This is an optimization exercise on Yosys and OpenROAD, whose aim is small area, not a production implementation. In this exercise RTL edits were held to simulation tests only and were not proved equivalent to the original. Power and IR drop assume default switching activity.

==> run E: inputs <==
// sram16x8
module sram16x8 (
    input clk,
    input rst_n,      
    input we_n,       
    input [6:0] addr,  
    input  din,        
    output dout        
);
    wire [3:0] row_addr = addr[6:3];  
    wire [2:0] col_addr = addr[2:0];  
    wire [15:0] row_sel;
    wire [7:0] col_sel;
    row_decoder u_row_dec (.addr(row_addr), .row_sel(row_sel));
    col_decoder u_col_dec (.addr(col_addr), .col_sel(col_sel));
    reg [7:0] mem [0:15];
    integer i;
    always @(posedge clk) begin
        if (!rst_n) begin
            for (i = 0; i < 16; i = i + 1) mem[i] <= 8'h00;
        end
    end
    wire do_write;
    wire data_bit;
    write_driver #(.Rows(16), .Cols(8)) u_wdrv (
        .we_n(we_n),
        .row_sel(row_sel),
        .col_sel(col_sel),
        .din(din),
        .do_write(do_write),
        .data_bit(data_bit)
  );
    always @(posedge clk) begin
        if (rst_n && do_write) begin
            mem[row_addr][col_addr] <= data_bit;
        end
    end
    wire [7:0] selected_row = mem[row_addr];
    wire mux_out;
    mux8to1 u_mux (.din(selected_row), .sel(col_addr), .dout(mux_out));
    wire sa_out;
    sense_amp u_sa (.bitline_in(mux_out), .dout(sa_out));
    reg dout_r;
    always @(posedge clk) begin
        if (!rst_n) dout_r <= 1'b0;
        else dout_r <= sa_out;  
    end
    assign dout = dout_r;
endmodule
==> module row_decoder, before the edit <==
module row_decoder (
    input [3:0] addr,
    output [15:0] row_sel
);
    assign row_sel = 16'b1 << addr;
endmodule
==> module col_decoder, before the edit <==
module col_decoder (
    input [2:0] addr,
    output [7:0] col_sel
);
    assign col_sel = 8'b1 << addr;
endmodule
==> module write_driver, before the edit <==
module write_driver #(
  parameter Rows = 16,  
  parameter Cols = 8    
)
(
  input we_n,        
  input [Rows-1:0]  row_sel,     
  input [Cols-1:0]  col_sel,     
  input  din,                    
  output do_write,    
  output data_bit      
);
  assign do_write = (~we_n) & (|row_sel) & (|col_sel);
  assign data_bit = din;
endmodule
==> module mux8to1, before the edit <==
module mux8to1 (
    input [7:0] din,   
    input [2:0] sel,   
    output dout
);
    assign dout = din[sel];   
endmodule
==> module sense_amp, before the edit <==
module sense_amp (
  input  bitline_in,
  output dout
);
  assign dout = bitline_in;  
endmodule
==> module sram16x8, before the edit <==
module sram16x8 (
    input clk,
    input rst_n,      
    input we_n,       
    input [6:0] addr,  
    input  din,        
    output dout        
);
    wire [3:0] row_addr = addr[6:3];  
    wire [2:0] col_addr = addr[2:0];  
    wire [15:0] row_sel;
    wire [7:0] col_sel;
    row_decoder u_row_dec (.addr(row_addr), .row_sel(row_sel));
    col_decoder u_col_dec (.addr(col_addr), .col_sel(col_sel));
    reg [7:0] mem [0:15];
    integer i;
    always @(posedge clk) begin
        if (!rst_n) begin
            for (i = 0; i < 16; i = i + 1) mem[i] <= 8'h00;
        end
    end
    wire do_write;
    wire data_bit;
    write_driver #(.Rows(16), .Cols(8)) u_wdrv (
        .we_n(we_n),
        .row_sel(row_sel),
        .col_sel(col_sel),
        .din(din),
        .do_write(do_write),
        .data_bit(data_bit)
  );
    always @(posedge clk) begin
        if (rst_n && do_write) begin
            mem[row_addr][col_addr] <= data_bit;
        end
    end
    wire [7:0] selected_row = mem[row_addr];
    wire mux_out;
    mux8to1 u_mux (.din(selected_row), .sel(col_addr), .dout(mux_out));
    wire sa_out;
    sense_amp u_sa (.bitline_in(mux_out), .dout(sa_out));
    reg dout_r;
    always @(posedge clk) begin
        if (!rst_n) dout_r <= 1'b0;
        else dout_r <= sa_out;  
    end
    assign dout = dout_r;
endmodule
make LEC_CHECK=0 CAP_MARGIN=20 CORE_MARGIN=2 CORE_UTILIZATION=40 SLEW_MARGIN=20 finish   # period 4.0 ns
run.sh (not shown) runs the stock make flow with config.mk's settings and CLKGATE_MAP_FILE= SYNTH_SCRIPT=/design/flow/synth_recipe.tcl, a recipe that flattens the netlist after the stock synthesis.
==> run Z (differences from run E) <==
==> flow/design.v (replaced) <==
module write_driver (
    input  q,
    input  r,
    input  cs,
    input  cc,
    output d
);
    assign d = (q | (r & cs)) & ~(r & cc);
endmodule
module rd3 (
    input  [2:0] a,
    input  [2:0] s,
    output y_n
);
    assign y_n = ~((a[0] & s[0]) | (a[1] & s[1]) | (a[2] & s[2]));
endmodule
module rd1 (
    input  a,
    input  s,
    output y_n
);
    assign y_n = ~(a & s);
endmodule
module sram16x8 (
    input clk,
    input rst_n,       
    input we_n,        
    input [6:0] addr,  
    input  din,        
    output dout        
);
    wire [3:0] ra = addr[6:3];
    wire [2:0] ca = addr[2:0];
    wire wr  = ~we_n & rst_n;
    wire [15:0] r;
    wire [7:0] cs, cc;
    genvar i, j;
    generate
        for (i = 0; i < 16; i = i + 1) begin : g_row
            assign r[i] = (ra == i) | ~rst_n;
        end
        for (j = 0; j < 8; j = j + 1) begin : g_col
            assign cs[j] = (ca == j) & wr & din;
            assign cc[j] = ((ca == j) & wr & ~din) | ~rst_n;
        end
    endgenerate
    reg  [127:0] mem;
    wire [127:0] mem_d;
    generate
        for (i = 0; i < 16; i = i + 1) begin : g_r
            for (j = 0; j < 8; j = j + 1) begin : g_c
                write_driver u_w (.q(mem[i*8+j]), .r(r[i]), .cs(cs[j]), .cc(cc[j]), .d(mem_d[i*8+j]));
            end
        end
    endgenerate
    always @(posedge clk) mem <= mem_d;
    wire [7:0] colv_n;
    generate
        for (j = 0; j < 8; j = j + 1) begin : g_rd
            wire [15:0] q;
            wire [5:0] g;
            for (i = 0; i < 16; i = i + 1) begin : g_q
                assign q[i] = mem[i*8+j];
            end
            rd3 u0 (.a(q[2:0]),   .s(r[2:0]),   .y_n(g[0]));
            rd3 u1 (.a(q[5:3]),   .s(r[5:3]),   .y_n(g[1]));
            rd3 u2 (.a(q[8:6]),   .s(r[8:6]),   .y_n(g[2]));
            rd3 u3 (.a(q[11:9]),  .s(r[11:9]),  .y_n(g[3]));
            rd3 u4 (.a(q[14:12]), .s(r[14:12]), .y_n(g[4]));
            rd1 u5 (.a(q[15]),    .s(r[15]),    .y_n(g[5]));
            assign colv_n[j] = &g;
        end
    endgenerate
    reg dout_r;
    always @(posedge clk)
        dout_r <= rst_n & ~colv_n[ca];
    assign dout = dout_r;
endmodule
--- a/flow/config.mk
+++ b/flow/config.mk
@@ -6,6 +6,8 @@
 export NUM_CORES = 4
 export LEC_CHECK = 0
-export CAP_MARGIN = 20
+export CAP_MARGIN = 0
 export CORE_MARGIN = 2
 export CORE_UTILIZATION = 40
-export SLEW_MARGIN = 20
+export CTS_BUF_LIST = sky130_fd_sc_hd__clkbuf_4
+export SLEW_MARGIN = 0
+export SYNTH_HIERARCHICAL = 1
==> run Y (differences from run E) <==
==> flow/design.v (replaced) <==
module write_driver (
    input  q,
    input  r,
    input  cs,
    input  cc,
    output d
);
    assign d = (q | (r & cs)) & ~(r & cc);
endmodule
module rd3 (
    input  [2:0] a,
    input  [2:0] s,
    output y_n
);
    assign y_n = ~((a[0] & s[0]) | (a[1] & s[1]) | (a[2] & s[2]));
endmodule
module rd1 (
    input  a,
    input  s,
    output y_n
);
    assign y_n = ~(a & s);
endmodule
module sram16x8 (
    input clk,
    input rst_n,       
    input we_n,        
    input [6:0] addr,  
    input  din,        
    output dout        
);
    wire [3:0] ra = addr[6:3];
    wire [2:0] ca = addr[2:0];
    wire wr  = ~we_n & rst_n;
    wire [15:0] r;
    wire [7:0] cs, cc;
    genvar i, j;
    generate
        for (i = 0; i < 16; i = i + 1) begin : g_row
            assign r[i] = (ra == i) | ~rst_n;
        end
        for (j = 0; j < 8; j = j + 1) begin : g_col
            assign cs[j] = (ca == j) & wr & din;
            assign cc[j] = ((ca == j) & wr & ~din) | ~rst_n;
        end
    endgenerate
    reg  [127:0] mem;
    wire [127:0] mem_d;
    generate
        for (i = 0; i < 16; i = i + 1) begin : g_r
            for (j = 0; j < 8; j = j + 1) begin : g_c
                write_driver u_w (.q(mem[i*8+j]), .r(r[i]), .cs(cs[j]), .cc(cc[j]), .d(mem_d[i*8+j]));
            end
        end
    endgenerate
    always @(posedge clk) mem <= mem_d;
    wire [7:0] colv_n;
    generate
        for (j = 0; j < 8; j = j + 1) begin : g_rd
            wire [15:0] q;
            wire [5:0] g;
            for (i = 0; i < 16; i = i + 1) begin : g_q
                assign q[i] = mem[i*8+j];
            end
            rd3 u0 (.a(q[2:0]),   .s(r[2:0]),   .y_n(g[0]));
            rd3 u1 (.a(q[5:3]),   .s(r[5:3]),   .y_n(g[1]));
            rd3 u2 (.a(q[8:6]),   .s(r[8:6]),   .y_n(g[2]));
            rd3 u3 (.a(q[11:9]),  .s(r[11:9]),  .y_n(g[3]));
            rd3 u4 (.a(q[14:12]), .s(r[14:12]), .y_n(g[4]));
            rd1 u5 (.a(q[15]),    .s(r[15]),    .y_n(g[5]));
            assign colv_n[j] = &g;
        end
    endgenerate
    reg dout_r;
    always @(posedge clk)
        dout_r <= rst_n & ~colv_n[ca];
    assign dout = dout_r;
endmodule
--- a/flow/config.mk
+++ b/flow/config.mk
@@ -6,6 +6,9 @@
 export NUM_CORES = 4
 export LEC_CHECK = 0
-export CAP_MARGIN = 20
+export CAP_MARGIN = 0
 export CORE_MARGIN = 2
 export CORE_UTILIZATION = 40
-export SLEW_MARGIN = 20
+export CTS_BUF_LIST = sky130_fd_sc_hd__clkbuf_4
+export GPL_TIMING_DRIVEN = 0
+export SLEW_MARGIN = 0
+export SYNTH_HIERARCHICAL = 1
==> comparison table <==
item                                                                    run Z                    run E                     run Y
P_sw                                                                 0.666 mW                 0.704 mW                  0.643 mW
Reg clk slew, reported paths                                          0.11 ns                  0.06 ns                   0.10 ns
Total Die Area                                                     12800 um^2               15900 um^2                12800 um^2
Reg-to-Reg End                                                         dout_r                   dout_r                    dout_r
Worst Tran Pin Value                                                  1.10 ns                  1.07 ns                   1.10 ns
Filler Cells Inserted                                                    1082                     1418                      1087
Routing usage on met3                                                   5.95%                    6.54%                     5.36%
Placed instance count                                                     707                      885                       697
Total length of routed met3 wires                                      936 um                  1380 um                    589 um
Routed wire length on met2                                            5960 um                  8660 um                   6350 um
Commonest non-fill, non-tap cell in the layout       sky130_fd_sc_hd__a21oi_1  sky130_fd_sc_hd__nor2_1  sky130_fd_sc_hd__a21oi_1
Origin of the worst min-delay path                                    mem[62]               mem[14][2]                   mem[37]
Outcome                                      no timing/DRC/antenna violations  no timing/DRC/antenna violations  no timing/DRC/antenna violations
Crit-path max cell delay                                              0.66 ns                  0.79 ns                   0.54 ns
Switching share of power                                                25.5%                    22.9%                     27.4%
Half-perimeter wire length after detailed placement                   8600 um                 12200 um                   9010 um

[afterwards: timing with drivers on the ports]
The results above use ideal ports. As a check the final layouts listed here were re-extracted and re-timed, cells and wires unchanged.
Step 1 sets driving cells, clkbuf_16 on the clock port and buf_2 on the other inputs (assumed; they add their load-dependent delay and slew).
Step 2 also shifts input and output timing later by t, the mid clock arrival at the registers, as if the neighbouring blocks saw the same clock.
Three values: ideal ports, drivers, drivers and shift; two values: the first two.
run | shift t [ns] | setup WS [ns] | worst setup path after step 2
run E | 0.465 | 1.229 / 1.249 / 0.785 | input to register
run Z | 0.575 | 1.187 / 1.189 / 0.615 | input to register
run Y | 0.558 | 0.926 / 0.933 / 0.375 | input to register
After both steps setup and hold are still met in every run listed. For run Z, which loses most, drivers alone change the setup slack by +0.002 ns; drivers and shift together by -0.572 ns.
